This design comes from an exercise in tuning for small area and a short achievable clock period on the open sky130 flow, not from production work. Function was checked by simulation only, so behaviour that the tests miss may differ from the original. No run shown here takes its clock network from TritonCTS; it comes from the design's own scripts or RTL. The clock port is modelled as an ideal driver, which makes a skipped or thinned clock tree look cheaper than it is; a real chip needs a root buffer or a tree. Power figures rest on the tool's default switching activity, not on a simulated workload.

==> flow/design.v <==
module mad_o22ai (input a1, input a2, input b1, input b2, output y);
	assign y = ~((a1 | a2) & (b1 | b2));
endmodule
module mad_nand2 (input a, input b, output y);
	assign y = ~(a & b);
endmodule
module mad_nand3 (input a, input b, input c, output y);
	assign y = ~(a & b & c);
endmodule
module mad_nor2 (input a, input b, output y);
	assign y = ~(a | b);
endmodule
module mad_nand4 (input a, input b, input c, input d, output y);
	assign y = ~(a & b & c & d);
endmodule
module mad_dec27n (input [3:0] lo, input [6:0] hi, output [26:0] ns);
	genvar h;
	generate
		for (h = 0; h < 27; h = h + 1) begin : o
			mad_nand2 u (.a(lo[h & 3]), .b(hi[h >> 2]), .y(ns[h]));
		end
	endgenerate
endmodule
module mad_sel27 (input [26:0] ns, input [26:0] d, output y);
	wire [13:0] n;
	wire [6:0] m;
	wire [1:0] p;
	genvar g;
	generate
		for (g = 0; g < 13; g = g + 1) begin : a
			mad_o22ai u (.a1(ns[2*g]), .a2(d[2*g]), .b1(ns[2*g+1]), .b2(d[2*g+1]), .y(n[g]));
		end
		for (g = 0; g < 7; g = g + 1) begin : b
			mad_nor2 u (.a(n[2*g]), .b(n[2*g+1]), .y(m[g]));
		end
	endgenerate
	mad_nor2 ul (.a(ns[26]), .b(d[26]), .y(n[13]));
	mad_nand4 up0 (.a(m[0]), .b(m[1]), .c(m[2]), .d(m[3]), .y(p[0]));
	mad_nand3 up1 (.a(m[4]), .b(m[5]), .c(m[6]), .y(p[1]));
	mad_nor2 uo (.a(p[0]), .b(p[1]), .y(y));
endmodule
module mad_sel16 (input [15:0] ns, input [15:0] dn, output y);
	wire [7:0] n;
	wire [3:0] h;
	genvar g;
	generate
		for (g = 0; g < 8; g = g + 1) begin : a
			mad_o22ai u (.a1(ns[2*g]), .a2(dn[2*g]), .b1(ns[2*g+1]), .b2(dn[2*g+1]), .y(n[g]));
		end
		for (g = 0; g < 4; g = g + 1) begin : b
			mad_nor2 u (.a(n[2*g]), .b(n[2*g+1]), .y(h[g]));
		end
	endgenerate
	mad_nand4 uo (.a(h[0]), .b(h[1]), .c(h[2]), .d(h[3]), .y(y));
endmodule
module mad_ge8 (input [7:0] v, input [7:0] tn, output ge);
	wire [4:0] cl;
	wire [4:0] gh;
	genvar n;
	assign cl[0] = 1'b1;
	assign gh[0] = 1'b0;
	generate
		for (n = 0; n < 4; n = n + 1) begin : r
			assign cl[n+1] = (v[n] & tn[n]) | ((v[n] | tn[n]) & cl[n]);
			assign gh[n+1] = (v[n+4] & tn[n+4]) | ((v[n+4] | tn[n+4]) & gh[n]);
		end
	endgenerate
	wire ph = (v[4] | tn[4]) & (v[5] | tn[5]) & (v[6] | tn[6]) & (v[7] | tn[7]);
	assign ge = gh[4] | (ph & cl[4]);
endmodule
module mad_fa (input a, input b, input c, output s, output co);
	assign s = a ^ b ^ c;
	assign co = (a & b) | (c & (a | b));
endmodule
module mad_ao21 (input g, input t, input c, output y);
	assign y = g | (t & c);
endmodule
module mad_and2 (input a, input b, output y);
	assign y = a & b;
endmodule
module mad_avg8 (input [7:0] a, input [7:0] b, output [7:0] y);
	wire [7:0] g = a & b;
	wire [7:0] t = a | b;
	wire [7:0] p = a ^ b;
	wire g10, t32, g32, t54, g54, t76, g76;
	wire g20, g30, t64, g64, t74, g74;
	wire g40, g50, g60, g70;
	mad_ao21 a10 (.g(g[1]), .t(t[1]), .c(t[0]), .y(g10));
	mad_ao21 a32 (.g(g[3]), .t(t[3]), .c(g[2]), .y(g32));
	mad_and2 b32 (.a(t[3]), .b(t[2]), .y(t32));
	mad_ao21 a54 (.g(g[5]), .t(t[5]), .c(g[4]), .y(g54));
	mad_and2 b54 (.a(t[5]), .b(t[4]), .y(t54));
	mad_ao21 a76 (.g(g[7]), .t(t[7]), .c(g[6]), .y(g76));
	mad_and2 b76 (.a(t[7]), .b(t[6]), .y(t76));
	mad_ao21 a20 (.g(g[2]), .t(t[2]), .c(g10), .y(g20));
	mad_ao21 a30 (.g(g32), .t(t32), .c(g10), .y(g30));
	mad_ao21 a64 (.g(g[6]), .t(t[6]), .c(g54), .y(g64));
	mad_and2 b64 (.a(t[6]), .b(t54), .y(t64));
	mad_ao21 a74 (.g(g76), .t(t76), .c(g54), .y(g74));
	mad_and2 b74 (.a(t76), .b(t54), .y(t74));
	mad_ao21 a40 (.g(g[4]), .t(t[4]), .c(g30), .y(g40));
	mad_ao21 a50 (.g(g54), .t(t54), .c(g30), .y(g50));
	mad_ao21 a60 (.g(g64), .t(t64), .c(g30), .y(g60));
	mad_ao21 a70 (.g(g74), .t(t74), .c(g30), .y(g70));
	wire [7:0] c = {g60, g50, g40, g30, g20, g10, t[0], 1'b1};
	wire [7:0] s = p ^ c;
	assign y = {g70, s[7:1]};
endmodule
module mad_csa1 (input [7:0] r0, input [7:0] r1, input [7:0] r2, output [6:0] s, output [6:0] c);
	genvar k;
	generate
		for (k = 0; k < 7; k = k + 1) begin : l
			mad_fa u (.a(r0[k+1]), .b(r1[k+1]), .c(r2[k+1]), .s(s[k]), .co(c[k]));
		end
	endgenerate
endmodule
module mad_sum (input [6:0] s, input [6:0] c, input [6:0] r3, input o01, input o23, output [7:0] y);
	wire [6:0] s2, c2;
	genvar k;
	generate
		for (k = 0; k < 7; k = k + 1) begin : l
			if (k == 0) begin : b0
				mad_fa u (.a(s[0]), .b(r3[0]), .c(o01), .s(s2[0]), .co(c2[0]));
			end else begin : bk
				mad_fa u (.a(s[k]), .b(r3[k]), .c(c[k-1]), .s(s2[k]), .co(c2[k]));
			end
		end
	endgenerate
	mad_avg8 u (.a({c[6], s2}), .b({c2, o23}), .y(y));
endmodule
module mad_class (input [14:0] ge, output [3:0] c);
	wire c0 = ge[0];
	wire c1 = ge[1 + c0];
	wire c2 = ge[3 + {c1, c0}];
	wire c3 = ge[7 + {c2, c1, c0}];
	assign c = {c3, c2, c1, c0};
endmodule
module mad_dec16n (input [3:0] c, output [15:0] ns);
	genvar i;
	generate
		for (i = 0; i < 16; i = i + 1) begin : d
			assign ns[i] = ~(c == i);
		end
	endgenerate
endmodule
module MADDNESS (in, clk, out, in_num, in_addr, write);
	input [215:0] in;
	input clk;
	output [63:0] out;
	input [7:0] in_num;
	input [9:0] in_addr;
	input write;
	genvar g, h, k;
	integer i;
	reg [31:0] nlo;
	reg [18:0] nhi;
	reg [3:0]  w_lo;
	reg [6:0]  w_hi;
	reg [7:0]  w_dn;
	always @(posedge clk) begin
		for (i = 0; i < 32; i = i + 1) nlo[i] <= ~(in_addr[4:0] == i);
		for (i = 0; i < 19; i = i + 1) nhi[i] <= ~(write & (in_addr[9:5] == i));
		for (i = 0; i < 4; i = i + 1) w_lo[i] <= (in_num[1:0] == i);
		for (i = 0; i < 7; i = i + 1) w_hi[i] <= (in_num[4:2] == i);
		w_dn <= ~in_num;
	end
	wire [587:0] we;
	generate
		for (g = 0; g < 588; g = g + 1) begin : dwe
			mad_nor2 u (.a(nhi[g >> 5]), .b(nlo[g & 31]), .y(we[g]));
		end
	endgenerate
	reg [3:0] ilo  [0:15];    
	reg [6:0] ihi  [0:15];    
	reg [7:0] thr  [0:59];    
	reg [7:0] prot [0:511];   
	generate
		for (g = 0; g < 16; g = g + 1) begin : widx
			always @(posedge clk) if (we[g]) begin
				ilo[g] <= w_lo;
				ihi[g] <= w_hi;
			end
		end
		for (g = 0; g < 60; g = g + 1) begin : wthr
			always @(posedge clk) if (we[g + 16]) thr[g] <= w_dn;
		end
		for (g = 0; g < 512; g = g + 1) begin : wprot
			always @(posedge clk) if (we[g + 76]) prot[g] <= w_dn;
		end
	endgenerate
	reg [7:0] v1 [0:15];
	generate
		for (g = 0; g < 16; g = g + 1) begin : bsel
			wire [26:0] ns;
			mad_dec27n ud (.lo(ilo[g]), .hi(ihi[g]), .ns(ns));
			for (k = 0; k < 8; k = k + 1) begin : b
				wire [26:0] d;
				wire y;
				for (h = 0; h < 27; h = h + 1) begin : r
					assign d[h] = in[8*h + k];
				end
				mad_sel27 us (.ns(ns), .d(d), .y(y));
				always @(posedge clk) v1[g][k] <= y;
			end
		end
	endgenerate
	reg [14:0] ge2 [0:3];
	generate
		for (g = 0; g < 4; g = g + 1) begin : tc
			for (h = 0; h < 4; h = h + 1) begin : lc
				for (k = 0; k < (1 << h); k = k + 1) begin : jc
					wire ge;
					mad_ge8 uc (.v(v1[4*h + g]), .tn(thr[((1 << h) - 1)*4 + g*(1 << h) + k]), .ge(ge));
					always @(posedge clk) ge2[g][(1 << h) - 1 + k] <= ge;
				end
			end
		end
	endgenerate
	reg [15:0] ns3 [0:1][0:3];
	generate
		for (g = 0; g < 4; g = g + 1) begin : cr
			wire [3:0] c;
			mad_class uc (.ge(ge2[g]), .c(c));
			for (h = 0; h < 2; h = h + 1) begin : cp
				wire [15:0] ns;
				mad_dec16n ud (.c(c), .ns(ns));
				always @(posedge clk) ns3[h][g] <= ns;
			end
		end
	endgenerate
	genvar m;
	wire [7:0] r [0:3][0:7];
	generate
		for (g = 0; g < 4; g = g + 1) begin : ps
			for (h = 0; h < 8; h = h + 1) begin : pb
				for (k = 0; k < 8; k = k + 1) begin : pk
					wire [15:0] dn;
					for (m = 0; m < 16; m = m + 1) begin : pm
						assign dn[m] = prot[g*128 + m*8 + h][k];
					end
					mad_sel16 us (.ns(ns3[h >> 2][g]), .dn(dn), .y(r[g][h][k]));
				end
			end
		end
	endgenerate
	reg [6:0] s4 [0:7];
	reg [6:0] c4 [0:7];
	reg [6:0] r34 [0:7];
	reg [7:0] o014, o234;
	generate
		for (h = 0; h < 8; h = h + 1) begin : av
			wire [6:0] xs, xc;
			mad_csa1 u (.r0(r[0][h]), .r1(r[1][h]), .r2(r[2][h]), .s(xs), .c(xc));
			always @(posedge clk) begin
				s4[h] <= xs;
				c4[h] <= xc;
				r34[h] <= r[3][h][7:1];
				o014[h] <= r[0][h][0] | r[1][h][0];
				o234[h] <= r[2][h][0] | r[3][h][0];
			end
		end
	endgenerate
	reg [63:0] sum5;
	generate
		for (h = 0; h < 8; h = h + 1) begin : fo
			wire [7:0] y;
			mad_sum u (.s(s4[h]), .c(c4[h]), .r3(r34[h]), .o01(o014[h]), .o23(o234[h]), .y(y));
			always @(posedge clk) sum5[8*h +: 8] <= y;
		end
	endgenerate
	reg [63:0] out_q;
	always @(posedge clk) out_q <= sum5;
	assign out = out_q;
endmodule
==> flow/flow/run.sh <==
#!/bin/bash
# The standard ORFS flow (the standard.sh, synthesis included) with these
# changes, all through ORFS's own variables and step hooks:
#  - flow/io.tcl (PRE_IO_PLACEMENT) places the row input's pins as one ordered
#    group on the bottom edge before place_pins;
#  - port buffers are buf_4 cells (BUFFER_PORTS_ARGS) rather than the delay
#    cell buffer_ports picks on its own, which the repairs cannot resize;
#  - flow/mycts.tcl (PRE_CTS) builds the clock tree as an H-tree of inverters
#    in place of TritonCTS;
#  - flow/margin.tcl (PRE_GLOBAL_ROUTE, and sourced by mycts.tcl) sets the
#    setup margin of the repairs once the clock tree exists.
# make's output goes to flow_make.log; each step's full log is under orfs/logs.
set -euo pipefail
here=$(pwd)
bash standard.sh \
  PRE_IO_PLACEMENT_TCL="$here/flow/io.tcl" \
  "BUFFER_PORTS_ARGS=-buffer_cell sky130_fd_sc_hd__buf_4" \
  PRE_CTS_TCL="$here/flow/mycts.tcl" \
  PRE_GLOBAL_ROUTE_TCL="$here/flow/margin.tcl" \
  finish > "$here/flow_make.log" 2>&1
==> flow/flow/io.tcl <==
# PRE_IO_PLACEMENT hook: the row input's pins in one ordered group on the
# bottom edge, bit-major (bit k of bytes 0..26, then bit k + 1, ...), so each
# bit's 27-way selection sits next to its own 27 pins.
set_io_pin_constraint -group -order -region bottom:100-500 -pin_names {in[0] in[8] in[16] in[24] in[32] in[40] in[48] in[56] in[64] in[72] in[80] in[88] in[96] in[104] in[112] in[120] in[128] in[136] in[144] in[152] in[160] in[168] in[176] in[184] in[192] in[200] in[208] in[1] in[9] in[17] in[25] in[33] in[41] in[49] in[57] in[65] in[73] in[81] in[89] in[97] in[105] in[113] in[121] in[129] in[137] in[145] in[153] in[161] in[169] in[177] in[185] in[193] in[201] in[209] in[2] in[10] in[18] in[26] in[34] in[42] in[50] in[58] in[66] in[74] in[82] in[90] in[98] in[106] in[114] in[122] in[130] in[138] in[146] in[154] in[162] in[170] in[178] in[186] in[194] in[202] in[210] in[3] in[11] in[19] in[27] in[35] in[43] in[51] in[59] in[67] in[75] in[83] in[91] in[99] in[107] in[115] in[123] in[131] in[139] in[147] in[155] in[163] in[171] in[179] in[187] in[195] in[203] in[211] in[4] in[12] in[20] in[28] in[36] in[44] in[52] in[60] in[68] in[76] in[84] in[92] in[100] in[108] in[116] in[124] in[132] in[140] in[148] in[156] in[164] in[172] in[180] in[188] in[196] in[204] in[212] in[5] in[13] in[21] in[29] in[37] in[45] in[53] in[61] in[69] in[77] in[85] in[93] in[101] in[109] in[117] in[125] in[133] in[141] in[149] in[157] in[165] in[173] in[181] in[189] in[197] in[205] in[213] in[6] in[14] in[22] in[30] in[38] in[46] in[54] in[62] in[70] in[78] in[86] in[94] in[102] in[110] in[118] in[126] in[134] in[142] in[150] in[158] in[166] in[174] in[182] in[190] in[198] in[206] in[214] in[7] in[15] in[23] in[31] in[39] in[47] in[55] in[63] in[71] in[79] in[87] in[95] in[103] in[111] in[119] in[127] in[135] in[143] in[151] in[159] in[167] in[175] in[183] in[191] in[199] in[207] in[215]}
==> flow/flow/margin.tcl <==
# PRE_GLOBAL_ROUTE hook (also sourced by mycts.tcl): the setup margin the
# repair after clock tree synthesis and after global routing aims for.  The
# flow's own SETUP_SLACK_MARGIN, smaller, applies before the clock tree exists,
# when the clock is still ideal.
set ::env(SETUP_SLACK_MARGIN) 2.35
==> flow/flow/mycts.tcl <==

set ::mcts_levels 4
set ::mcts_leaf_max 24
set ::mcts_cells {sky130_fd_sc_hd__inv_16 sky130_fd_sc_hd__inv_16 sky130_fd_sc_hd__inv_16 sky130_fd_sc_hd__inv_12}
set ::mcts_count 0

proc mcts_centroid {pts} {
  set n [llength $pts]
  set sx 0
  set sy 0
  foreach p $pts {
    incr sx [lindex $p 1]
    incr sy [lindex $p 2]
  }
  return [list [expr {$sx / $n}] [expr {$sy / $n}]]
}

# A new inverter of level k (1 = driven by the clock port) at x y, with a new
# output net; returns {inst net}.
proc mcts_inv {k x y} {
  set block [ord::get_db_block]
  set name "mcts_inv_${k}_$::mcts_count"
  incr ::mcts_count
  set net [odb::dbNet_create $block "${name}_y"]
  $net setSigType CLOCK
  set master [[ord::get_db] findMaster [lindex $::mcts_cells [expr {$k - 1}]]]
  set inst [odb::dbInst_create $block $master $name]
  $inst setLocation $x $y
  $inst setPlacementStatus PLACED
  [$inst findITerm Y] connect $net
  return [list $inst $net]
}

# Halves pts along its longer side until no part has more than max points.
proc mcts_split {pts max} {
  if {[llength $pts] <= $max} { return [list $pts] }
  set xs [lmap p $pts {lindex $p 1}]
  set ys [lmap p $pts {lindex $p 2}]
  if {[tcl::mathfunc::max {*}$xs] - [tcl::mathfunc::min {*}$xs] >= [tcl::mathfunc::max {*}$ys] - [tcl::mathfunc::min {*}$ys]} {
    set s [lsort -integer -index 1 $pts]
  } else {
    set s [lsort -integer -index 2 $pts]
  }
  set h [expr {[llength $s] / 2}]
  return [concat [mcts_split [lrange $s 0 [expr {$h - 1}]] $max] [mcts_split [lrange $s $h end] $max]]
}

# The inverters of level k for the block of tiles gx gy; returns a list of
# {inst x y}.
proc mcts_build {k gx gy} {
  set made {}
  if {$k == $::mcts_levels} {
    set key "$gx,$gy"
    if {![info exists ::mcts_tiles($key)]} { return {} }
    foreach g [mcts_split $::mcts_tiles($key) $::mcts_leaf_max] {
      lassign [mcts_centroid $g] x y
      lassign [mcts_inv $k $x $y] inst net
      foreach p $g {
        set it [lindex $p 0]
        $it disconnect
        $it connect $net
      }
      lappend made [list $inst $x $y]
    }
    return $made
  }
  set kids {}
  foreach dx {0 1} {
    foreach dy {0 1} {
      set kids [concat $kids [mcts_build [expr {$k + 1}] [expr {2 * $gx + $dx}] [expr {2 * $gy + $dy}]]]
    }
  }
  if {![llength $kids]} { return {} }
  lassign [mcts_centroid [lmap c $kids {list {} [lindex $c 1] [lindex $c 2]}]] x y
  lassign [mcts_inv $k $x $y] inst net
  foreach c $kids {
    [[lindex $c 0] findITerm A] connect $net
  }
  return [list [list $inst $x $y]]
}

if {$::mcts_levels % 2 != 0} {
  error "mycts: odd number of inverter levels"
}

rename ::clock_tree_synthesis ::mcts_unused_clock_tree_synthesis
proc ::clock_tree_synthesis {args} {
  set block [ord::get_db_block]
  set die [$block getDieArea]
  set t [expr {1 << $::mcts_levels}]
  set w [expr {double([$die dx]) / $t}]
  set h [expr {double([$die dy]) / $t}]
  set clk [$block findNet clk]
  array unset ::mcts_tiles
  set n 0
  foreach it [$clk getITerms] {
    set bb [[$it getInst] getBBox]
    set x [expr {([$bb xMin] + [$bb xMax]) / 2}]
    set y [expr {([$bb yMin] + [$bb yMax]) / 2}]
    set tx [expr {min($t - 1, int(($x - [$die xMin]) / $w))}]
    set ty [expr {min($t - 1, int(($y - [$die yMin]) / $h))}]
    lappend ::mcts_tiles($tx,$ty) [list $it $x $y]
    incr n
  }
  puts "mycts: $n clock sinks in [array size ::mcts_tiles] tiles"
  set roots 0
  foreach gx {0 1} {
    foreach gy {0 1} {
      foreach top [mcts_build 1 $gx $gy] {
        [[lindex $top 0] findITerm A] connect $clk
        incr roots
      }
    }
  }
  puts "mycts: $::mcts_count inverters, $roots on the clock port"
  set_propagated_clock [all_clocks]
}

source [file join [file dirname [info script]] margin.tcl]
==> flow/standard.sh <==
#!/bin/bash
# synth_recipe.tcl (not shown) runs the flow's synth.tcl, then flattens the netlist and writes it again
# the make line also repeats each setting of config.mk as NAME=value (left out here)
make -C /OpenROAD-flow-scripts/flow DESIGN_CONFIG=/design/flow/config.mk WORK_HOME=/design/flow/orfs CLKGATE_MAP_FILE= SYNTH_SCRIPT=/design/flow/synth_recipe.tcl "${@:-finish}"
==> flow/config.mk <==
export PLATFORM = sky130hd
export DESIGN_NAME = MADDNESS
export DESIGN_NICKNAME = MADDNESS
export VERILOG_FILES = /design/flow/design.v
export SDC_FILE = /design/flow/constraint.sdc
export NUM_CORES = 8
export LEC_CHECK = 0
export CAP_MARGIN = 20
export CORE_MARGIN = 2
export CORE_UTILIZATION = 56
export PLACE_DENSITY = 0.66
export SETUP_SLACK_MARGIN = 1.6
export SLEW_MARGIN = 20
export SYNTH_HIERARCHICAL = 1
==> flow/constraint.sdc <==
create_clock -name core_clock -period 4.5 [get_ports {clk}]
set_input_delay 0.9000 -clock core_clock [delete_from_list [all_inputs] [get_ports {clk}]]
set_output_delay 0.9000 -clock core_clock [all_outputs]
set_load 0.01 [all_outputs]
==> results of run 1 <==
## metrics by stage
| step | hold WS (ns) | cell area [um2] |
|---|---|---|
| floorplan | 0.310 | 209000 |
| global placement | 0.310 | 220000 |
| detailed placement | 0.312 | 220000 |
| CTS | 0.322 | 230000 |
| global route | 0.328 | 232000 |
| finish | 0.314 | 232000 |
## layout make-up
cell class              instances  area, um2  area share
well taps                    4972       6220      0.0268
inverters                     643       8520      0.0367
repair buffers                756       7520      0.0324
flip-flops and latches       5450     157000       0.677
diodes                        169        423     0.00182
multi-input cells            8967      52200       0.225
## state kept, by name, summed over array words and instances, names as in the netlist, 60 cells and up
name / count
ge2: 60
ihi: 112
ilo: 64
ns3: 128
out_q: 64
prot: 4096
sum5: 64
thr: 480
v1: 128
## repair_timing
action,CTS,global route
pin swaps,56,81
cloned,6,14
endpoints found under the setup margin,330,212
resized for setup,357,164
buffers inserted,65,121
## power by group through the flow
stage | Combinational, mW | Clock (mW) | Sequential, mW
3_3_place_gp | 3.27 | 0 | 56.2
4_1_cts | 3.28 | 28.7 | 55.0
3_5_place_dp | 3.28 | 0 | 56.2
2_1_floorplan | 0.702 | 0 | 56.4
5_1_grt | 3.53 | 30.4 | 55.0
6_report | 3.66 | 28.5 | 55.0
## path summary, 6_finish.rpt
| path | to | start | slack (ns) |
|---|---|---|---|
| worst min register to register | out_q[32] | sum5[32] | 0.31 |
| worst min-delay path | out_q[32] | sum5[32] | 0.31 |
| worst max-delay path | v1[12][5] | in[173] | 2.19 |
| worst max register to register | v1[12][5] | ilo[12][2] | 2.21 |
## Yosys stat by module (local to each module, per instance), a selection
| module | cells | flops+latches | area [um2] |
|---|---|---|---|
| mad_dec16n | 20 | 0 | 186 |
| mad_ao21 | 1 | 0 | 7.51 |
| mad_nand4 | 1 | 0 | 6.26 |
| mad_class | 19 | 0 | 151 |
| mad_nand3 | 1 | 0 | 5.00 |
| mad_and2 | 1 | 0 | 6.26 |
| mad_fa | 1 | 0 | 20.0 |
| mad_nand2 | 1 | 0 | 3.75 |
| mad_nor2 | 1 | 0 | 3.75 |
| mad_ge8 | 14 | 0 | 98.8 |
| mad_o22ai | 1 | 0 | 6.26 |
## placed cells by master, fill, tap and decap left out, drive strengths merged, types with 64 or more instances in the layout
cell    netlist  layout
edfxtp     4752    4752
nor4         64      64
ha          112     112
nand3       194     194
fa          112     112
o21ai        64      64
nor2       2890    2890
o22ai      3772    3772
diode         0     169
dfxtp       698     698
inv         180     643
nand4       393     393
nand2       480     480
buf          34     733
a21o         96      96
## metal layers
metal | up-vias | wire length (um) | global-route usage | part of all wire
met5 | - | 1130 | 0.0239 | 0.0013
met4 | 36 | 63600 | 0.263 | 0.076
met3 | 3311 | 113000 | 0.163 | 0.14
met2 | 12700 | 358000 | 0.612 | 0.43
met1 | 77100 | 303000 | 0.561 | 0.36
li1 | 61700 | - | - | -
## cells by family (layout without fill, tap and decap cells)
| family | Yosys count | count (layout) |
|---|---|---|
| AO/OA/AOI/OAI | 4360 | 4360 |
| buffers and inverters | 239 | 1399 |
| adder cells (fa/ha/maj) | 284 | 284 |
| flip-flops | 5450 | 5450 |
| multiplexers | 20 | 20 |
| AND/OR/NAND/NOR | 4247 | 4247 |
| XOR/XNOR | 56 | 56 |
| other | 0 | 169 |
==> results by group, run 1 <==
Outcome
  – Status: no timing/DRC/antenna violations

Yosys
  – Syn Inst Count: 14700
  – Synthesis Warnings: 27
  – Compound-Gate Fraction of Synth Area: 0.134
  – Leading area contributor after synthesis: edfxtp_1
  – Synth Area in Simple Gates: 0.0883
  – Synthesized area: ~210000 um2
  – Post-synth net total: 15100
  – Synth unique cells: 50
  – Adder-cell share of the synthesized area: 0.0206
  – Count leader, synth: edfxtp_1
  – Post-Synth XOR/XNOR Area: 0.00234
  – Area share of the largest cell type after synthesis: 0.681
  – Synth cell count leaders: edfxtp_1 (4752), o22ai_1 (3772), nor2_1 (2890), dfxtp_1 (698), nand2_1 (480)
  – Post-synth EDFFs: between 4000 and 5000
  – Synth top area cells: edfxtp_1 (68%), o22ai_1 (11%), dfxtp_1 (6.7%), nor2_1 (5.2%), nand4_1 (1.2%)
  – Mux cell area share after synthesis: 0.00108
  – Syn Area/Cell: 14.3 um2
  – Largest family of logic cells by synthesized area: compound AO/OA/AOI/OAI gates
  – FF+latch count, synth: between 5000 and 6000
  – Ys flop type: edfxtp_1
  – Seq/Total Area, Yosys: 0.748
  – Synth async-reset ratio: 0

Die
  – Die area: 379000 um2
  – Rows: 224
  – Die Ht: 616 um
  – Die width: 616 um
  – Boundary Pins: 300
  – Core footprint: about 370000 um2
  – Initial Util: 0.563

Timing
  – Final Hold Viols: 0
  – Final Skew: approximately 0.13 ns
  – Least-Margin Pin Slew: about 1.2 ns
  – Tcrit/Tclk final: 0.513
  – Post-route minimum period: roughly 2.3 ns
  – Worst setup margin: roughly 2.2 ns
  – Fmax: between 400 and 500 MHz
  – Final setup viols: 0
  – RSZ-0062 raised after global routing: true
  – Setup TNS: 0 ns
  – Pins Over Slew Limit: 0
  – Headroom to the max-slew limit: 0.182

Finish
  – Share of cells above drive strength 1: 0.109
  – Synth-to-Final Area Change: 10.9%
  – Post-layout utilization of the core: 0.624
  – Filler cell count: 27500
  – Cell Count, Final, Fillers Out: about 21000
  – Layout Nets: roughly 16000

Routing
  – Total Wirelength: ~840000 um
  – DR pass1 iterations: 9
  – Starting DRT DRC Count: 26000
  – DRC: 0
  – Via count: between 150k and 200k
  – ANT nets after route: 0
  – Mean number of vias per cell: ~7.4
  – Avg WL per Cell: about 40 um

Min path
  – Worst Hold Depth: 0
  – Worst Hold Class: reg2reg

GRT
  – Gr ovfl total: 0
  – Global Route Usage Sum: 0.431
  – Vias in the first global route: approximately 140k
  – Pin count of the biggest net entering global routing: around 160
  – First-pass GRT wire length: 1130000 um
  – Initial antenna violation count: 118

CTS
  – CTS Hold Bufs: 0
  – Clock Latency Late Sink: approximately 0.50 ns
  – Clk pin slew, worst setup/hold paths: approximately 0.060 ns

Power and ir drop
  – Int Power: 60.9 mW
  – VDD IR max: 0.366 mV
  – Lkg Pwr: roughly 73 nW
  – Logic pwr share: 0.042
  – Net switching power: 26.3 mW
  – Sequential power share: 0.631
  – Clock share of power: 0.327
  – Sw frac: 0.301
  – Total power: approximately 87 mW
  – Cell Pwr Density: about 380 nW/um2

Critical path
  – WP data required: 4.85 ns
  – WP depth: 5
  – WP buf/inv: 1
  – Crit-path cells: buf_4 -> o22ai_1 -> nor2_1 -> nand3_2 -> nor2_1
  – Most Frequent Cell on Critical Path: nor2_1
  – Cells on worst reg2reg path: 5
  – Critical Path Start Type: input port
  – Critical path's top delay family: simple AND/OR/NAND/NOR gates
  – Critical Path Max Stage Delay: 0.56 ns
  – CP endpoint kind: register
  – CP max-delay cell: buf_4
  – Crit path DAT: 2.66 ns
  – Worst Path Class, Setup: in2reg
  – Worst Path Max Fanout: 17

Placed design
  – Placer Congestion: between 1 and 1.5
  – Port bufs: between 200 and 300
  – Placed insts: 20100
  – Post-DP HPWL: between 500000 and 600000 um
  – Pre-CTS setup slack: 1.33 ns

Job
  – Max-Cap Viols: 0
==> run 2: changes to the inputs <==
--- a/flow/design.v
+++ b/flow/design.v
@@ -128,18 +128,12 @@
 	endgenerate
 	mad_avg8 u (.a({c[6], s2}), .b({c2, o23}), .y(y));
 endmodule
-module mad_class (input [14:0] ge, output [3:0] c);
-	wire c0 = ge[0];
-	wire c1 = ge[1 + c0];
-	wire c2 = ge[3 + {c1, c0}];
-	wire c3 = ge[7 + {c2, c1, c0}];
-	assign c = {c3, c2, c1, c0};
-endmodule
-module mad_dec16n (input [3:0] c, output [15:0] ns);
-	genvar i;
-	generate
-		for (i = 0; i < 16; i = i + 1) begin : d
-			assign ns[i] = ~(c == i);
+module mad_classn (input [14:0] ge, output [15:0] ns);
+	genvar c;
+	generate
+		for (c = 0; c < 16; c = c + 1) begin : d
+			assign ns[c] = ~((ge[0] == c[0]) & (ge[1 + (c & 1)] == c[1]) &
+				(ge[3 + (c & 3)] == c[2]) & (ge[7 + (c & 7)] == c[3]));
 		end
 	endgenerate
 endmodule
@@ -219,11 +213,9 @@
 	reg [15:0] ns3 [0:1][0:3];
 	generate
 		for (g = 0; g < 4; g = g + 1) begin : cr
-			wire [3:0] c;
-			mad_class uc (.ge(ge2[g]), .c(c));
 			for (h = 0; h < 2; h = h + 1) begin : cp
 				wire [15:0] ns;
-				mad_dec16n ud (.c(c), .ns(ns));
+				mad_classn ud (.ge(ge2[g]), .ns(ns));
 				always @(posedge clk) ns3[h][g] <= ns;
 			end
 		end
==> run 2 against run 1 <==
First-iteration DRC count is 14% higher. Synthesized area decreased by 0.37%. Critical path depth is the same. Sequential cell count stayed put. Worst hold slack improved by 0.0036 ns. Sequential power about the same. Combinational power is essentially flat. Power increased by 0.12%.
==> results by group, run 2 <==
Timing
  – Post-route minimum period: 2.35 ns (+0.0384 ns)
  – Pins Over Slew Limit: 0 (unchanged)
  – Least-Margin Pin Slew: 1.29 ns (+0.0683 ns)
  – Final setup viols: 0 (unchanged)
  – Final Hold Viols: 0 (unchanged)
  – Tcrit/Tclk final: 0.522 (+0.00853)
  – Final Skew: 0.0956 ns (-0.0374 ns)
  – Fmax: 426 MHz (-1.6%)
  – Headroom to the max-slew limit: 0.137 (-0.0446)
  – Worst setup margin: 2.15 ns (-0.0384 ns)
  – Setup TNS: 0 ns (unchanged)
  – RSZ-0062 raised after global routing: true

Power and ir drop
  – Clock share of power: 0.327 (about the same)
  – Sequential power share: 0.631 (about the same)
  – Int Power: 60.9 mW (about the same)
  – Lkg Pwr: 72.4 nW (-0.68%)
  – Cell Pwr Density: 378 nW/um2 (+0.79%)
  – VDD IR max: 0.353 mV (-3.5%)
  – Logic pwr share: 0.042 (about the same)
  – Sw frac: 0.302 (+0.000439)
  – Net switching power: 26.3 mW (+0.27%)

CTS
  – Clock Latency Late Sink: 0.58 ns (+0.08 ns)
  – Clk pin slew, worst setup/hold paths: 0.06 ns (about the same)

Yosys
  – Seq/Total Area, Yosys: 0.751 (+0.00275)
  – Post-synth EDFFs: 4752 (unchanged)
  – Synth unique cells: 45 (-10%)
  – Count leader, synth: edfxtp_1
  – Synthesis Warnings: 27 (unchanged)
  – Leading area contributor after synthesis: edfxtp_1
  – Area share of the largest cell type after synthesis: 0.684 (+0.00250)
  – Syn Area/Cell: 14.3 um2 (+0.32%)
  – Synth cell count leaders: edfxtp_1 (4752), o22ai_1 (3772), nor2_1 (2890), dfxtp_1 (698), nand2_1 (476)
  – Post-synth net total: 15000 (-0.66%)
  – Syn Inst Count: 14600 (-0.68%)
  – Synth top area cells: edfxtp_1 (68%), o22ai_1 (11%), dfxtp_1 (6.7%), nor2_1 (5.2%), nand4_1 (1.2%)
  – Synthesized area: 209000 um2 (-0.37%)
  – FF+latch count, synth: 5450 (unchanged)
  – Ys flop type: edfxtp_1
  – Synth async-reset ratio: 0 (unchanged)

Placed design
  – Pre-CTS setup slack: 1.58 ns (+0.247 ns)
  – Placer Congestion: 1.07 (-2.0%)
  – Post-DP HPWL: 505000 um (-1.2%)
  – Port bufs: 299 (unchanged)

Job
  – Max-Cap Viols: 0 (unchanged)

Die
  – Boundary Pins: 300 (unchanged)
  – Initial Util: 0.561 (-0.00121)
  – Die width: 614 um (-0.18%)
  – Core footprint: 372000 um2 (-0.15%)
  – Rows: 224 (unchanged)
  – Die area: 377000 um2 (-0.36%)
  – Die Ht: 614 um (-0.18%)

Critical path
  – Crit-path cells: buf_4 -> o22ai_1 -> nor2_1 -> nand3_1 -> nor2_2
  – WP buf/inv: 1 (unchanged)
  – Critical path's top delay family: simple AND/OR/NAND/NOR gates
  – WP data required: 4.86 ns (about the same)
  – Critical Path Max Stage Delay: 0.66 ns (+0.10 ns)
  – Worst Path Max Fanout: 16 (-1)
  – CP endpoint kind: register
  – Worst Path Class, Setup: in2reg
  – Critical Path Start Type: input port
  – CP max-delay cell: buf_4
  – Crit path DAT: 2.71 ns (+0.05 ns)

Finish
  – Share of cells above drive strength 1: 0.101 (-0.00841)
  – Filler cell count: 27800 (+0.86%)
  – Largest Register: prot
  – Max reg flops: 4096 (unchanged)
  – Top Registers: prot x4096, thr x480
  – Leading cell type in the layout, fill and taps excluded: edfxtp_1
  – Most frequent cells in the layout: edfxtp_1 (4752), o22ai_1 (3768), nor2_1 (2850)
  – Synth-to-Final Area Change: 10.5%
  – Layout Nets: 16200 (-0.61%)

GRT
  – Gr ovfl total: 0 (unchanged)
  – Initial antenna violation count: 117 (-0.85%)
  – Global Route Usage Sum: 0.428 (-0.00317)
  – Pin count of the biggest net entering global routing: 178 (+12%)
  – Vias in the first global route: 140000 (-0.65%)
  – First-pass GRT wire length: 1120000 um (-0.63%)

Routing
  – DRC: 0 (unchanged)
  – ANT nets after route: 0 (unchanged)
  – Starting DRT DRC Count: 29500 (+14%)
  – DR pass1 iterations: 15 (+6)
  – Avg WL per Cell: 39.7 um (-0.72%)
  – Total Wirelength: 827000 um (-1.3%)
  – Mean number of vias per cell: 7.46 (+1.0%)
  – Via count: 155000 (+0.42%)

Outcome
  – Status: no timing/DRC/antenna violations

Min path
  – Worst Hold Class: reg2reg
run 2: through the flow:
stage | cell area, um2 | utilization | total power, mW | cells | hold WS, ns
after global placement | 220000 | 0.592 | 59.4 | 20100 | 0.311
final | 231000 | 0.621 | 87.3 | 20800 | 0.318
after CTS | 229000 | 0.617 | 87.0 | 20600 | 0.324
after floorplan | 209000 | - | 57.1 | 14600 | 0.310
after detailed placement | 220000 | 0.592 | 59.4 | 20100 | 0.312
after global routing | 230000 | 0.620 | 89.1 | 20700 | 0.332
run 2: worst reg2reg max path, stage by stage, from the launching register on:
cell      delay [ns]
edfxtp_1        0.57
nand2_1         0.44
o22ai_1         0.13
nor2_1          0.23
nand3_1         0.17
nor2_2          0.58
run 2: final timing paths:
kind / from / to / slack, ns / cells after the start
min reg2reg: sum5[47] / out_q[47] / 0.32 / 0
max reg2reg: ilo[1][0] / v1[1][6] / 2.19 / 5
max: in[130] / v1[1][2] / 2.15 / 5
min: sum5[47] / out_q[47] / 0.32 / 0
run 2: layout make-up:
type                    instances  area (um2)  share of cell area
diodes                        144         360             0.00156
inverters                     640        8520              0.0370
multi-input cells            8911       51600               0.224
flip-flops and latches       5450      157000               0.681
well taps                    4972        6220              0.0270
repair buffers                715        6900              0.0299
run 2: power by group through the flow:
stage	clock (mW)	sequential (mW)	combinational [mW]
finish	28.6	55.0	3.66
global route	30.5	55.0	3.51
CTS	28.8	55.0	3.21
detailed placement	0	56.2	3.21
global placement	0	56.2	3.18
floorplan	0	56.4	0.700
run 2: cells by family (layout without fill, tap and decap cells):
logic type,count (synthesis),count (layout),share of synthesized area
AO/OA/AOI/OAI,4348,4348,0.135
XOR/XNOR,56,56,0.00235
adder cells (fa/ha/maj),284,284,0.0207
buffers and inverters,195,1355,0.00371
flip-flops,5450,5450,0.751
other,0,144,0
AND/OR/NAND/NOR,4223,4223,0.0878
run 2: modules after synthesis, one instance, submodules excluded, a selection:
| module | area, um2 | flops+latches | cells | times used |
|---|---|---|---|---|
| MADDNESS | 157000 | 5450 | 5560 | 1 |
| mad_and2 | 6.26 | 0 | 1 | 40 |
| mad_ao21 | 7.51 | 0 | 1 | 96 |
| mad_avg8 | 332 | 0 | 44 | 8 |
| mad_classn | 166 | 0 | 17 | 8 |
| mad_fa | 20.0 | 0 | 1 | 112 |
| mad_ge8 | 98.8 | 0 | 14 | 60 |
| mad_nand2 | 3.75 | 0 | 1 | 432 |
| mad_nand3 | 5.00 | 0 | 1 | 128 |
| mad_nand4 | 6.26 | 0 | 1 | 384 |
| mad_nor2 | 3.75 | 0 | 1 | 2764 |
| mad_o22ai | 6.26 | 0 | 1 | 3712 |
run 2: timing repair:
action                     CTS  global route
setup buffers               50            57
setup endpoints to repair  231            84
resized for setup          275           104
hold buffers                 0             0
cloned                       8             4
pin swaps                   51            37
run 2: layer usage:
metal | track usage | wire, um
met4 | 0.241 | 63700
met1 | 0.565 | 296000
met5 | 0.0226 | 1250
met2 | 0.602 | 348000
met3 | 0.170 | 118000
==> run 3: changes to the inputs <==
==> flow/flow/margin.tcl (replaced) <==
# PRE_GLOBAL_ROUTE hook (also sourced by mycts.tcl): the setup margin the
# repair after clock tree synthesis and after global routing aims for.  The
# flow's own SETUP_SLACK_MARGIN, smaller, applies before the clock tree exists,
# when the clock is still ideal.
set ::env(SETUP_SLACK_MARGIN) 2.25
--- a/flow/flow/mycts.tcl
+++ b/flow/flow/mycts.tcl
@@ -1,6 +1,6 @@
 
 set ::mcts_levels 4
-set ::mcts_leaf_max 24
+set ::mcts_leaf_max 32
 set ::mcts_cells {sky130_fd_sc_hd__inv_16 sky130_fd_sc_hd__inv_16 sky130_fd_sc_hd__inv_16 sky130_fd_sc_hd__inv_12}
 set ::mcts_count 0
 
==> run 3 against run 2 <==
Sequential power about the same. Cell count is 0.81% lower. Via count decreased by 0.64%. Global-route usage decreased by 0.33 points. Core utilization shrank 0.88 points. Worst setup slack worse by 0.0061 ns. Die area unchanged. First-iteration DRC count fell by 0.49%. Clock power shrank 13%. Clock skew decreased by 0.012 ns. Synthesized area stayed put. Register-to-register slack is essentially flat. Critical path type unchanged.
==> results by group, run 3 <==
Yosys
  – Leading area contributor after synthesis: edfxtp_1
  – Synthesis Warnings: 27 (unchanged)
  – Synth async-reset ratio: 0 (unchanged)
  – Area share of the largest cell type after synthesis: 0.684 (unchanged)
  – Syn Area/Cell: 14.3 um2 (unchanged)
  – Synth cell count leaders: edfxtp_1 (4752), o22ai_1 (3772), nor2_1 (2890), dfxtp_1 (698), nand2_1 (476)
  – Synth unique cells: 45 (unchanged)
  – Ys flop type: edfxtp_1
  – FF+latch count, synth: 5450 (unchanged)
  – Seq/Total Area, Yosys: 0.751 (unchanged)
  – Post-synth net total: 15000 (unchanged)
  – Syn Inst Count: 14600 (unchanged)
  – Count leader, synth: edfxtp_1
  – Post-synth EDFFs: 4752 (unchanged)
  – Synthesized area: 209000 um2 (unchanged)
  – Synth top area cells: edfxtp_1 (68%), o22ai_1 (11%), dfxtp_1 (6.7%), nor2_1 (5.2%), nand4_1 (1.2%)

Power and ir drop
  – Lkg Pwr: 70.8 nW (-2.1%)
  – Cell Pwr Density: 367 nW/um2 (-3.0%)
  – VDD IR max: 0.284 mV (-20%)

Finish
  – Leading cell type in the layout, fill and taps excluded: edfxtp_1
  – Layout Nets: 16000 (-1.2%)
  – Top Registers: prot x4096, thr x480
  – Synth-to-Final Area Change: 8.98%
  – Multi-input logic area: 51400 um2 (-0.33%)
  – Max reg flops: 4096 (unchanged)
  – Cell Count, Final, Fillers Out: 20700 (-0.81%)
  – Largest Register: prot
  – Share of cells above drive strength 1: 0.0855 (-0.0151)
  – Reg area: 157000 um2 (about the same)
  – Filler cell count: 28100 (+1.4%)
  – Most frequent cells in the layout: edfxtp_1 (4752), o22ai_1 (3772), nor2_1 (2863)

Timing
  – Final Skew: 0.0835 ns (-0.0121 ns)
  – Setup TNS: 0 ns (unchanged)
  – Headroom to the max-slew limit: 0.142 (+0.00416)
  – Post-route minimum period: 2.35 ns (+0.00611 ns)
  – Fmax: 425 MHz (-0.26%)
  – Pins Over Slew Limit: 0 (unchanged)
  – Final Hold Viols: 0 (unchanged)
  – Hold Worst Slack: 0.312 ns (-0.00539 ns)
  – Final setup viols: 0 (unchanged)
  – Tcrit/Tclk final: 0.523 (+0.00136)
  – RSZ-0062 raised after global routing: true
  – Least-Margin Pin Slew: 1.29 ns (-0.00625 ns)

Routing
  – DRC: 0 (unchanged)
  – DR pass1 iterations: 31 (+16)
  – Avg WL per Cell: 39.6 um (-0.21%)
  – ANT nets after route: 0 (unchanged)
  – Via count: 154000 (-0.64%)
  – Total Wirelength: 819000 um (-1.0%)
  – Mean number of vias per cell: 7.48 (+0.18%)
  – Starting DRT DRC Count: 29400 (-0.49%)

CTS
  – Clk pin slew, worst setup/hold paths: 0.11 ns (+0.05 ns)
  – CTS Hold Bufs: 0 (unchanged)
  – Clock Latency Late Sink: 0.50 ns (-0.08 ns)

GRT
  – Initial antenna violation count: 131 (+12%)
  – Gr ovfl total: 0 (unchanged)
  – Global Route Usage Sum: 0.424 (-0.00334)
  – First-pass GRT wire length: 1110000 um (-0.83%)
  – Vias in the first global route: 139000 (-1.2%)
  – Pin count of the biggest net entering global routing: 178 (unchanged)

Die
  – Die Ht: 614 um (unchanged)
  – Boundary Pins: 300 (unchanged)
  – Core footprint: 372000 um2 (unchanged)
  – Rows: 224 (unchanged)
  – Die area: 377000 um2 (unchanged)
  – Die width: 614 um (unchanged)
  – Initial Util: 0.561 (unchanged)

Placed design
  – Post-DP HPWL: 505000 um (unchanged)
  – Placed insts: 20100 (unchanged)
  – Port bufs: 299 (unchanged)
  – Placer Congestion: 1.07 (unchanged)

Critical path
  – Crit path DAT: 2.70 ns (about the same)
  – WP data required: 4.85 ns (about the same)
  – Worst Path Max Fanout: 16 (unchanged)
  – CP endpoint kind: register
  – Critical Path Start Type: input port
  – Worst Path Class, Setup: in2reg

Min path
  – Worst Hold Class: reg2reg

Outcome
  – Status: no timing/DRC/antenna violations

Job
  – Max-Cap Viols: 0 (unchanged)
==> run 3: cell count changes in the layout (fill, tap and decap cells not counted), moves of 19 or more <==
| cell | delta |
|---|---|
| buf_6 | -19 |
| inv_12 | -121 |
| buf_12 | -19 |
| buf_4 | -27 |
| diode_2 | +31 |
| dfxtp_1 | +24 |
==> run 3: stage by stage <==
| stage | power, mW | utilization | setup slack [ns] | area (um2) |
|---|---|---|---|---|
| 5_1_grt | 85.0 | 0.611 | 2.22 | 227000 |
| 6_report | 83.5 | 0.612 | 2.15 | 227000 |
| 2_1_floorplan | 57.1 | - | 1.47 | 209000 |
| 3_3_place_gp | 59.4 | 0.592 | 1.63 | 220000 |
| 4_1_cts | 83.1 | 0.609 | 2.18 | 226000 |
| 3_5_place_dp | 59.4 | 0.592 | 1.58 | 220000 |
==> run 3: area by class of cell <==
type	instances	area share
Antenna cell	175	0.00193
Sequential cell	5450	0.691
Inverter	519	0.0288
Multi-Input combinational cell	8911	0.226
Timing Repair Buffer	636	0.0253
Tap cell	4972	0.0274
==> run 3: layer usage <==
metal,vias up,share of wire,track usage
li1,60900,-,-
met1,76600,0.36,0.562
met2,13300,0.42,0.599
met3,3625,0.14,0.164
met4,53,0.078,0.238
met5,-,0.0012,0.0189
==> run 3: final timing paths <==
path,end,start,depth (start not counted),slack [ns]
worst min-delay path,out_q[4],sum5[4],0,0.31
worst min register to register,out_q[4],sum5[4],0,0.31
worst max register to register,ilo[3][3],nhi[0],2,2.18
worst max-delay path,v1[1][0],in[136],5,2.15
==> run 3: per-module statistics from Yosys (local to each module, per instance), a selection <==
module,times used,cells,flip-flops and latches
mad_nand3,128,1,0
mad_avg8,8,44,0
mad_o22ai,3712,1,0
mad_and2,40,1,0
mad_ao21,96,1,0
mad_classn,8,17,0
mad_ge8,60,14,0
==> run 3: worst max-delay path, cell delays in order <==
cell,delay [ns]
buf_4,0.61
o22ai_1,0.19
nor2_1,0.15
nand3_1,0.19
nor2_1,0.65
==> run 3: logic make-up (layout without fill, tap and decap cells) <==
group / after synthesis / count (layout) / share of synthesized area
AO/OA/AOI/OAI: 4348 / 4348 / 0.135
XOR/XNOR: 56 / 56 / 0.00235
adder cells (fa/ha/maj): 284 / 284 / 0.0207
buffers and inverters: 195 / 1155 / 0.00371
flip-flops: 5450 / 5450 / 0.751
other: 0 / 175 / 0
AND/OR/NAND/NOR: 4223 / 4223 / 0.0878
==> run 3: timing repair <==
| action | 4_1_cts | 5_1_grt |
|---|---|---|
| resized for setup | 169 | 71 |
| setup buffers | 13 | 24 |
| cloned | 2 | 0 |
| setup endpoints to repair | 141 | 93 |
| pin swaps | 29 | 19 |
==> run 3: power by group <==
group          leakage, nW  internal (mW)  switching, mW
clock                 2.71           4.22           20.6
sequential            48.2           54.8          0.223
combinational         20.0          0.675           2.97
==> run 4: changes to the inputs <==
--- a/flow/design.v
+++ b/flow/design.v
@@ -170,10 +170,10 @@
 	reg [7:0] prot [0:511];   
 	generate
 		for (g = 0; g < 16; g = g + 1) begin : widx
-			always @(posedge clk) if (we[g]) begin
-				ilo[g] <= w_lo;
-				ihi[g] <= w_hi;
-			end
+			wire weh;
+			mad_nor2 u (.a(nhi[0]), .b(nlo[g]), .y(weh));
+			always @(posedge clk) if (we[g]) ilo[g] <= w_lo;
+			always @(posedge clk) if (weh) ihi[g] <= w_hi;
 		end
 		for (g = 0; g < 60; g = g + 1) begin : wthr
 			always @(posedge clk) if (we[g + 16]) thr[g] <= w_dn;
==> flow/flow/run.sh (replaced) <==
#!/bin/bash
# The standard ORFS flow (the standard.sh, synthesis included) with these
# changes, all through ORFS's own variables and step hooks:
#  - flow/io.tcl (PRE_IO_PLACEMENT) places the row input's pins as one ordered
#    group on the bottom edge before place_pins;
#  - port buffers are buf_8 cells (BUFFER_PORTS_ARGS) rather than the slow
#    delay cell buffer_ports picks on its own;
#  - flow/mycts.tcl (PRE_CTS) builds the clock tree as an H-tree of inverters
#    in place of TritonCTS;
#  - flow/margin.tcl (PRE_GLOBAL_ROUTE, and sourced by mycts.tcl) sets the
#    setup margin of the repairs once the clock tree exists.
# make's output goes to flow_make.log; each step's full log is under orfs/logs.
set -euo pipefail
here=$(pwd)
bash standard.sh \
  PRE_IO_PLACEMENT_TCL="$here/flow/io.tcl" \
  "BUFFER_PORTS_ARGS=-buffer_cell sky130_fd_sc_hd__buf_8" \
  PRE_CTS_TCL="$here/flow/mycts.tcl" \
  PRE_GLOBAL_ROUTE_TCL="$here/flow/margin.tcl" \
  finish > "$here/flow_make.log" 2>&1
==> flow/flow/margin.tcl (replaced) <==
# PRE_GLOBAL_ROUTE hook (also sourced by mycts.tcl): the setup margin the
# repair after clock tree synthesis and after global routing aims for.  The
# flow's own SETUP_SLACK_MARGIN, smaller, applies before the clock tree exists,
# when the clock is still ideal.
set ::env(SETUP_SLACK_MARGIN) 2.35
==> run 4 against run 3 <==
The layout now fails its checks (antenna violations). Combinational power is 11% higher. Register-to-register slack hardly changed. Die area hardly changed. Clock skew is 0.054 ns higher. Clock power is 2% lower. Sequential cell count stayed put. Core utilization is 1.2 points higher. Critical path type unchanged. Largest cell class unchanged. Largest power group unchanged.
==> results by group, run 4 <==
Outcome
  – Status: failed layout checks
  – SO Viols: antenna violations

Critical path
  – CP max-delay cell: nor2_1
  – CP endpoint kind: register
  – WP data required: 4.85 ns (about the same)
  – Critical Path Start Type: input port
  – Crit path DAT: 2.67 ns (-0.03 ns)
  – Worst Path Class, Setup: in2reg
  – Critical Path Max Stage Delay: 0.60 ns (-0.05 ns)
  – Worst Path Max Fanout: 16 (unchanged)
  – Crit-path cells: buf_8 -> o22ai_1 -> nor2_1 -> nand4_1 -> nor2_1
  – Most Frequent Cell on Critical Path: nor2_1

Placed design
  – Post-DP HPWL: 534000 um (+5.8%)
  – Placer Congestion: 1.03 (-3.2%)
  – Post-place instance area: 222000 um2 (+1.0%)
  – Placed insts: 20100 (+0.065%)
  – Port bufs: 299 (unchanged)

Finish
  – Filler cell count: 27600 (-2.1%)
  – Cell Count, Final, Fillers Out: 20800 (+0.52%)
  – Largest Register: prot
  – Max reg flops: 4096 (unchanged)
  – Share of cells above drive strength 1: 0.101 (+0.0156)
  – Layout Nets: 16100 (+0.87%)
  – Top Registers: prot x4096, thr x480
  – Post-layout utilization of the core: 0.623 (+0.0116)
  – Leading cell type in the layout, fill and taps excluded: edfxtp_1
  – Synth-to-Final Area Change: 11.0%
  – Post-route cell area: 232000 um2 (+1.9%)
  – Most frequent cells in the layout: edfxtp_1 (4752), o22ai_1 (3766), nor2_1 (2856)

Routing
  – Total Wirelength: 880000 um (+7.4%)
  – DRC: 0 (unchanged)
  – ANT nets after route: 1 (+1)
  – Via count: 158000 (+2.0%)
  – Avg WL per Cell: 42.3 um (+6.9%)
  – DR pass1 iterations: 12 (-61%)
  – Mean number of vias per cell: 7.59 (+1.5%)
  – Starting DRT DRC Count: 30400 (+3.5%)

Power and ir drop
  – Int Power: 59.7 mW (about the same)
  – Sequential power share: 0.659 (about the same)
  – Clock share of power: 0.292 (-0.005)
  – Net switching power: 23.8 mW (about the same)
  – Lkg Pwr: 72.5 nW (+2.4%)
  – VDD IR max: 0.358 mV (+26%)
  – Logic pwr share: 0.048 (+0.004)
  – Cell Pwr Density: 360 nW/um2 (-1.8%)
  – Sw frac: 0.285 (about the same)

Timing
  – Fmax: 432 MHz (+1.7%)
  – RSZ-0062 raised after global routing: true
  – Pins Over Slew Limit: 0 (unchanged)
  – Final setup viols: 0 (unchanged)
  – Post-route minimum period: 2.32 ns (-0.0399 ns)
  – Headroom to the max-slew limit: 0.0876 (-0.0540)
  – Setup TNS: 0 ns (unchanged)
  – Final Hold Viols: 0 (unchanged)
  – Final Skew: 0.138 ns (+0.0544 ns)
  – Least-Margin Pin Slew: 1.37 ns (+0.0809 ns)
  – Tcrit/Tclk final: 0.514 (-0.00887)

Yosys
  – Synth top area cells: edfxtp_1 (68%), o22ai_1 (11%), dfxtp_1 (6.7%), nor2_1 (5.2%), nand4_1 (1.2%)
  – Synthesized area: 209000 um2 (about the same)
  – Area share of the largest cell type after synthesis: 0.684 (about the same)
  – Post-synth EDFFs: 4752 (unchanged)
  – Synth unique cells: 45 (unchanged)
  – Ys flop type: edfxtp_1
  – Count leader, synth: edfxtp_1
  – FF+latch count, synth: 5450 (unchanged)
  – Post-synth net total: 15000 (+0.11%)
  – Synth async-reset ratio: 0 (unchanged)
  – Synth cell count leaders: edfxtp_1 (4752), o22ai_1 (3772), nor2_1 (2906), dfxtp_1 (698), nand2_1 (476)
  – Seq/Total Area, Yosys: 0.751 (about the same)
  – Syn Area/Cell: 14.3 um2 (about the same)
  – Synthesis Warnings: 27 (unchanged)
  – Syn Inst Count: 14600 (+0.11%)
  – Leading area contributor after synthesis: edfxtp_1

GRT
  – Gr ovfl total: 0 (unchanged)
  – First-pass GRT wire length: 1170000 um (+5.1%)
  – Initial antenna violation count: 130 (-0.76%)
  – Pin count of the biggest net entering global routing: 159 (-11%)
  – Vias in the first global route: 139000 (+0.51%)
  – Global Route Usage Sum: 0.453 (+0.0284)

Die
  – Core footprint: 372000 um2 (unchanged)
  – Boundary Pins: 300 (unchanged)
  – Die area: 378000 um2 (about the same)
  – Rows: 224 (unchanged)
  – Initial Util: 0.562 (about the same)
  – Die Ht: 614 um (about the same)
  – Die width: 614 um (about the same)

CTS
  – Clock Latency Late Sink: 0.51 ns (about the same)
  – Clk pin slew, worst setup/hold paths: 0.11 ns (about the same)

Job
  – Max-Cap Viols: 0 (unchanged)

Min path
  – Worst Hold Class: reg2reg
-- run 4: cell count changes after synthesis, sizes merged --
cell,before,now
nor2,2890,2906
-- run 4: repair_timing --
| action | CTS | global route |
|---|---|---|
| hold buffers | 0 | 0 |
| cloned | 10 | 5 |
| resized for setup | 318 | 226 |
| setup buffers | 99 | 62 |
| endpoints found under the setup margin | 244 | 207 |
| pin swaps | 43 | 63 |
-- run 4: metal layers --
layer | global-route usage | part of all wire | vias up
met1 | 0.613 | 0.36 | 78400
met3 | 0.176 | 0.15 | 3552
met2 | 0.618 | 0.41 | 14500
met5 | 0.0150 | 0.00083 | -
met4 | 0.268 | 0.078 | 50
li1 | - | - | 61200
-- run 4: worst paths after layout --
| check | start | to | slack [ns] | cells past startpoint |
|---|---|---|---|---|
| worst max-delay path | in[42] | v1[6][2] | 2.18 | 5 |
| worst min-delay path | sum5[36] | out_q[36] | 0.30 | 0 |
| worst max register to register | ns3[5][3] | s4[5][5] | 2.18 | 6 |
| worst min register to register | sum5[36] | out_q[36] | 0.30 | 0 |
-- run 4: logic make-up after synthesis --
group | count (synthesis) | share of synthesized area
flip-flops | 5450 | 0.751
AO/OA/AOI/OAI | 4348 | 0.135
AND/OR/NAND/NOR | 4239 | 0.0880
adder cells (fa/ha/maj) | 284 | 0.0207
buffers and inverters | 195 | 0.00371
XOR/XNOR | 56 | 0.00235
-- run 4: worst max-delay path: cells and delay by family --
| family | cells | cell delay, ns |
|---|---|---|
| and+or+nand+nor | 3 | 1.24 |
| buffers and inverters | 1 | 0.32 |
| AOI/OAI and AO/OA | 1 | 0.15 |
-- run 4: per-module statistics from Yosys (local to each module, per instance), excerpt --
module      cell area, um2  copies in the design
mad_avg8               332                     8
mad_classn             166                     8
mad_ge8               98.8                    60
mad_nand4             6.26                   384
mad_nand2             3.75                   432
mad_nor2              3.75                  2780
-- run 4: final cells by class --
cell class | count | area [um2] | share of cell area
timing repair buffer | 771 | 9830 | 0.0424
inverter | 507 | 6360 | 0.0274
multi-input combinational | 8927 | 51800 | 0.223
antenna | 143 | 358 | 0.00154
sequential | 5450 | 157000 | 0.678
tap | 4972 | 6220 | 0.0268
-- run 4: power by group through the flow --
stage / logic, mW / registers (mW) / clock network [mW]
2_1_floorplan: 0.700 / 56.4 / 0
3_3_place_gp: 3.54 / 56.2 / 0
3_5_place_dp: 3.55 / 56.2 / 0
4_1_cts: 3.55 / 55.0 / 24.4
5_1_grt: 3.85 / 55.0 / 26.0
6_report: 4.04 / 55.1 / 24.4
-- run 4: per-stage QoR --
step	worst slack (ns)	hold slack (ns)	power, mW
finish	2.18	0.300	83.5
global route	2.21	0.305	84.9
global placement	1.51	0.310	59.8
detailed placement	1.52	0.312	59.8
floorplan	1.47	0.310	57.1
CTS	2.17	0.302	83.0
==> run 5: changes to the inputs <==
--- a/flow/design.v
+++ b/flow/design.v
@@ -170,10 +170,10 @@
 	reg [7:0] prot [0:511];   
 	generate
 		for (g = 0; g < 16; g = g + 1) begin : widx
-			wire weh;
-			mad_nor2 u (.a(nhi[0]), .b(nlo[g]), .y(weh));
-			always @(posedge clk) if (we[g]) ilo[g] <= w_lo;
-			always @(posedge clk) if (weh) ihi[g] <= w_hi;
+			always @(posedge clk) if (we[g]) begin
+				ilo[g] <= w_lo;
+				ihi[g] <= w_hi;
+			end
 		end
 		for (g = 0; g < 60; g = g + 1) begin : wthr
 			always @(posedge clk) if (we[g + 16]) thr[g] <= w_dn;
==> flow/flow/run.sh (replaced) <==
#!/bin/bash
# The standard ORFS flow (the standard.sh, synthesis included) with these
# changes, all through ORFS's own variables and step hooks:
#  - flow/io.tcl (PRE_IO_PLACEMENT) places the row input's pins as one ordered
#    group on the bottom edge before place_pins;
#  - port buffers are buf_4 cells (BUFFER_PORTS_ARGS) rather than the slow
#    delay cell buffer_ports picks on its own;
#  - flow/mycts.tcl (PRE_CTS) builds the clock tree as an H-tree of inverters
#    in place of TritonCTS;
#  - flow/margin.tcl (sourced by mycts.tcl) and flow/grt.tcl
#    (PRE_GLOBAL_ROUTE) set the setup margin of the repairs once the clock
#    tree exists.
# make's output goes to flow_make.log; each step's full log is under orfs/logs.
set -euo pipefail
here=$(pwd)
bash standard.sh \
  PRE_IO_PLACEMENT_TCL="$here/flow/io.tcl" \
  "BUFFER_PORTS_ARGS=-buffer_cell sky130_fd_sc_hd__buf_4" \
  PRE_CTS_TCL="$here/flow/mycts.tcl" \
  PRE_GLOBAL_ROUTE_TCL="$here/flow/grt.tcl" \
  finish > "$here/flow_make.log" 2>&1
==> flow/flow/grt.tcl (new file) <==
# PRE_GLOBAL_ROUTE hook: the setup margin of the repair after global routing,
# larger than the one after clock tree synthesis since the detailed routes
# come out slower than the global routing estimates.
set ::env(SETUP_SLACK_MARGIN) 2.5
==> flow/flow/margin.tcl (replaced) <==
# Sourced by mycts.tcl: the setup margin of the repair right after the clock
# tree is built.  The flow's own SETUP_SLACK_MARGIN, smaller, applies before
# the clock tree exists, when the clock is still ideal.
set ::env(SETUP_SLACK_MARGIN) 2.35
--- a/flow/flow/mycts.tcl
+++ b/flow/flow/mycts.tcl
@@ -1,6 +1,6 @@
 
 set ::mcts_levels 4
-set ::mcts_leaf_max 32
+set ::mcts_leaf_max 24
 set ::mcts_cells {sky130_fd_sc_hd__inv_16 sky130_fd_sc_hd__inv_16 sky130_fd_sc_hd__inv_16 sky130_fd_sc_hd__inv_12}
 set ::mcts_count 0
 
==> run 5 against run 4 <==
Now clean on timing, DRC and antenna. Synthesized area about the same. Register-to-register slack about the same. Die area hardly changed. Worst setup slack better by 0.0053 ns. Sequential power about the same. Power grew 4.6%. Wire length fell by 4.2%. Combinational power is 8.9% lower. Worst hold slack gained 0.024 ns. Fmax rose by 0.23%. Clock power grew 17%. Global-route usage decreased by 2.5 points. Critical endpoint is now s4[1][3]. Highest routed layer unchanged.
==> results by group, run 5 <==
Routing
  – Total Wirelength: 842000 um (-4.2%)
  – DRC: 0 (unchanged)
  – Avg WL per Cell: 40.0 um (-5.5%)
  – Mean number of vias per cell: 7.48 (-1.5%)
  – DR pass1 iterations: 20 (+8)
  – ANT nets after route: 0 (-1)
  – Via count: 157000 (-0.20%)
  – Starting DRT DRC Count: 29900 (-1.7%)

Die
  – Initial Util: 0.561 (about the same)
  – Die Ht: 614 um (about the same)
  – Rows: 224 (unchanged)
  – Boundary Pins: 300 (unchanged)
  – Die area: 377000 um2 (about the same)
  – Die width: 614 um (about the same)
  – Core footprint: 372000 um2 (unchanged)

Timing
  – Final setup viols: 0 (unchanged)
  – Hold Worst Slack: 0.323 ns (+0.0238 ns)
  – Headroom to the max-slew limit: 0.177 (+0.0893)
  – Final Hold Viols: 0 (unchanged)
  – Setup TNS: 0 ns (unchanged)
  – RSZ-0062 raised after global routing: true
  – Final Skew: 0.0931 ns (-0.0447 ns)
  – Fmax: 433 MHz (+0.23%)
  – Pins Over Slew Limit: 0 (unchanged)
  – Post-route minimum period: 2.31 ns (-0.00535 ns)
  – Least-Margin Pin Slew: 1.23 ns (-0.134 ns)
  – Tcrit/Tclk final: 0.513 (-0.00119)

Finish
  – Top Registers: prot x4096, thr x480
  – Share of cells above drive strength 1: 0.131 (+0.0295)
  – Filler cell count: 27200 (-1.3%)
  – Max reg flops: 4096 (unchanged)
  – Synth-to-Final Area Change: 12.7%
  – Leading cell type in the layout, fill and taps excluded: edfxtp_1
  – Layout Nets: 16400 (+1.7%)
  – Most frequent cells in the layout: edfxtp_1 (4752), o22ai_1 (3700), nor2_1 (2734)
  – Largest Register: prot

CTS
  – Clock Latency Late Sink: 0.56 ns (+0.05 ns)
  – Clk pin slew, worst setup/hold paths: 0.08 ns (-0.03 ns)

Critical path
  – Crit path DAT: 2.82 ns (+0.15 ns)
  – Critical Path Start Type: register
  – WP data required: 5.01 ns (+0.16 ns)
  – CP endpoint kind: register
  – Worst Path Class, Setup: reg2reg
  – Worst Path Max Fanout: 8 (-8)

GRT
  – Gr ovfl total: 0 (unchanged)
  – Global Route Usage Sum: 0.428 (-0.0250)
  – First-pass GRT wire length: 1120000 um (-4.1%)
  – Vias in the first global route: 140000 (+0.70%)
  – Pin count of the biggest net entering global routing: 178 (+12%)
  – Initial antenna violation count: 118 (-9.2%)

Yosys
  – Post-synth EDFFs: 4752 (unchanged)
  – Syn Inst Count: 14600 (-0.11%)
  – Syn Area/Cell: 14.3 um2 (about the same)
  – Synthesized area: 209000 um2 (about the same)
  – Leading area contributor after synthesis: edfxtp_1
  – Synthesis Warnings: 27 (unchanged)
  – Synth unique cells: 45 (unchanged)
  – Seq/Total Area, Yosys: 0.751 (about the same)
  – Synth async-reset ratio: 0 (unchanged)
  – Area share of the largest cell type after synthesis: 0.684 (about the same)
  – FF+latch count, synth: 5450 (unchanged)
  – Synth top area cells: edfxtp_1 (68%), o22ai_1 (11%), dfxtp_1 (6.7%), nor2_1 (5.2%), nand4_1 (1.2%)
  – Synth cell count leaders: edfxtp_1 (4752), o22ai_1 (3772), nor2_1 (2890), dfxtp_1 (698), nand2_1 (476)
  – Ys flop type: edfxtp_1
  – Post-synth net total: 15000 (-0.11%)
  – Count leader, synth: edfxtp_1

Min path
  – Worst Hold Class: reg2reg

Power and ir drop
  – VDD IR max: 0.354 mV (-1.1%)
  – Lkg Pwr: 74.1 nW (+2.2%)
  – Cell Pwr Density: 371 nW/um2 (+3.0%)

Job
  – Max-Cap Viols: 0 (unchanged)

Placed design
  – Port bufs: 299 (unchanged)
  – Placer Congestion: 1.07 (+3.3%)
  – Post-DP HPWL: 505000 um (-5.5%)

Outcome
  – Status: no timing/DRC/antenna violations
-- run 5: cell types whose count changed in the layout (fill, tap and decap cells not counted), moves of 28 or more --
| cell | previous run | this run |
|---|---|---|
| o22ai_4 | 4 | 32 |
| buf_8 | 313 | 27 |
| nor2_1 | 2856 | 2734 |
| nor2_2 | 45 | 137 |
| inv_12 | 247 | 380 |
| o22ai_1 | 3766 | 3700 |
| buf_4 | 301 | 622 |
| o22ai_2 | 2 | 40 |
| buf_12 | 89 | 135 |
| buf_6 | 47 | 102 |
-- run 5: cell families after synthesis --
family	count (synthesis)	synth area share
AND/OR/NAND/NOR	4223	0.0878
buffers and inverters	195	0.00371
XOR/XNOR	56	0.00235
AO/OA/AOI/OAI	4348	0.135
adder cells (fa/ha/maj)	284	0.0207
flip-flops	5450	0.751
-- run 5: Yosys stat by module, one instance, submodules excluded, excerpt --
module | cells inside | flops+latches | times used
MADDNESS | 5560 | 5450 | 1
mad_nand4 | 1 | 0 | 384
mad_nand3 | 1 | 0 | 128
mad_o22ai | 1 | 0 | 3712
mad_classn | 17 | 0 | 8
mad_nand2 | 1 | 0 | 432
mad_and2 | 1 | 0 | 40
mad_avg8 | 44 | 0 | 8
mad_nor2 | 1 | 0 | 2764
mad_fa | 1 | 0 | 112
-- run 5: worst paths after layout --
path,startpoint,end,slack [ns],depth (start not counted)
worst max-delay path,ns3[2][3],s4[1][3],2.19,8
worst min-delay path,sum5[47],out_q[47],0.32,0
worst max register to register,ns3[2][3],s4[1][3],2.19,8
worst min register to register,sum5[47],out_q[47],0.32,0
-- run 5: cell type report --
type | instances | area (um2) | share of cell area
Tap cell | 4972 | 6220 | 0.0265
Inverter | 640 | 8520 | 0.0362
Multi-Input combinational cell | 8911 | 52900 | 0.225
Sequential cell | 5450 | 157000 | 0.669
Antenna cell | 145 | 363 | 0.00154
Timing Repair Buffer | 928 | 9970 | 0.0424
-- run 5: layer usage --
layer / global-route usage / part of all wire
met1: 0.565 / 0.35
met2: 0.602 / 0.42
met3: 0.170 / 0.15
met4: 0.241 / 0.080
met5: 0.0226 / 0.0015
-- run 5: power breakdown --
part	internal (mW)	switching, mW
Combinational	0.686	3.00
Clock	5.43	23.2
Sequential	54.8	0.224
-- run 5: critical path: stages, from the launching register on --
cell     delay [ns]
dfxtp_4        0.37
buf_12         0.13
buf_12         0.12
buf_16         0.16
buf_4          0.15
o22ai_4        0.07
nor2_2         0.09
nand4_1        0.46
fa_1           0.68
-- run 5: per-stage QoR --
stage	power (mW)	setup WS, ns	utilization	cells	cell area, um2
CTS	87.0	2.24	0.617	20600	229000
global placement	59.4	1.63	0.592	20100	220000
finish	87.3	2.19	0.633	21000	235000
floorplan	57.1	1.47	-	14600	209000
detailed placement	59.4	1.58	0.592	20100	220000
global route	89.1	2.29	0.632	20900	235000
-- run 5: timing repair --
action | in CTS | in global routing
setup buffers | 50 | 238
gates cloned | 8 | 36
endpoints found under the setup margin | 231 | 1179
pin swaps | 51 | 247
resized for setup | 275 | 646
hold buffers | 0 | 0

==> port drivers added, routing unchanged <==
In the flow no input, the clock included, has a driving cell. The finished layouts below were timed again as built, in two steps.
Step 1, drivers: a clkbuf_16 drives clk and a buf_2 each remaining input, both assumed.
Step 2 also shifts input and output timing later by t, the mid clock arrival at the registers, as if the neighbouring blocks saw the same clock.
Three values: ideal ports, drivers, drivers and shift; two values: the first two.
| run | t (ns) | setup slack, ns | worst setup path after step 2 | latest minus earliest clock arrival (ns) | cell pins on the clock port's net |
|---|---|---|---|---|---|
| run 1 | 0.786 | 2.190 / 2.161 / 1.718 | input to register | 0.153 / 0.153 | 4 |
| run 2 | 0.836 | 2.151 / 2.188 / 1.599 | input to register | 0.107 / 0.109 | 4 |
| run 3 | 0.824 | 2.145 / 2.178 / 1.653 | input to register | 0.111 / 0.113 | 4 |
| run 4 | 0.819 | 2.185 / 2.007 / 1.681 | input to register | 0.150 / 0.151 | 4 |
| run 5 | 0.836 | 2.190 / 2.189 / 1.762 | input to register | 0.106 / 0.107 | 4 |
The setup slack of run 2, which loses most, moves by +0.037 ns with the drivers and by -0.552 ns with both steps.
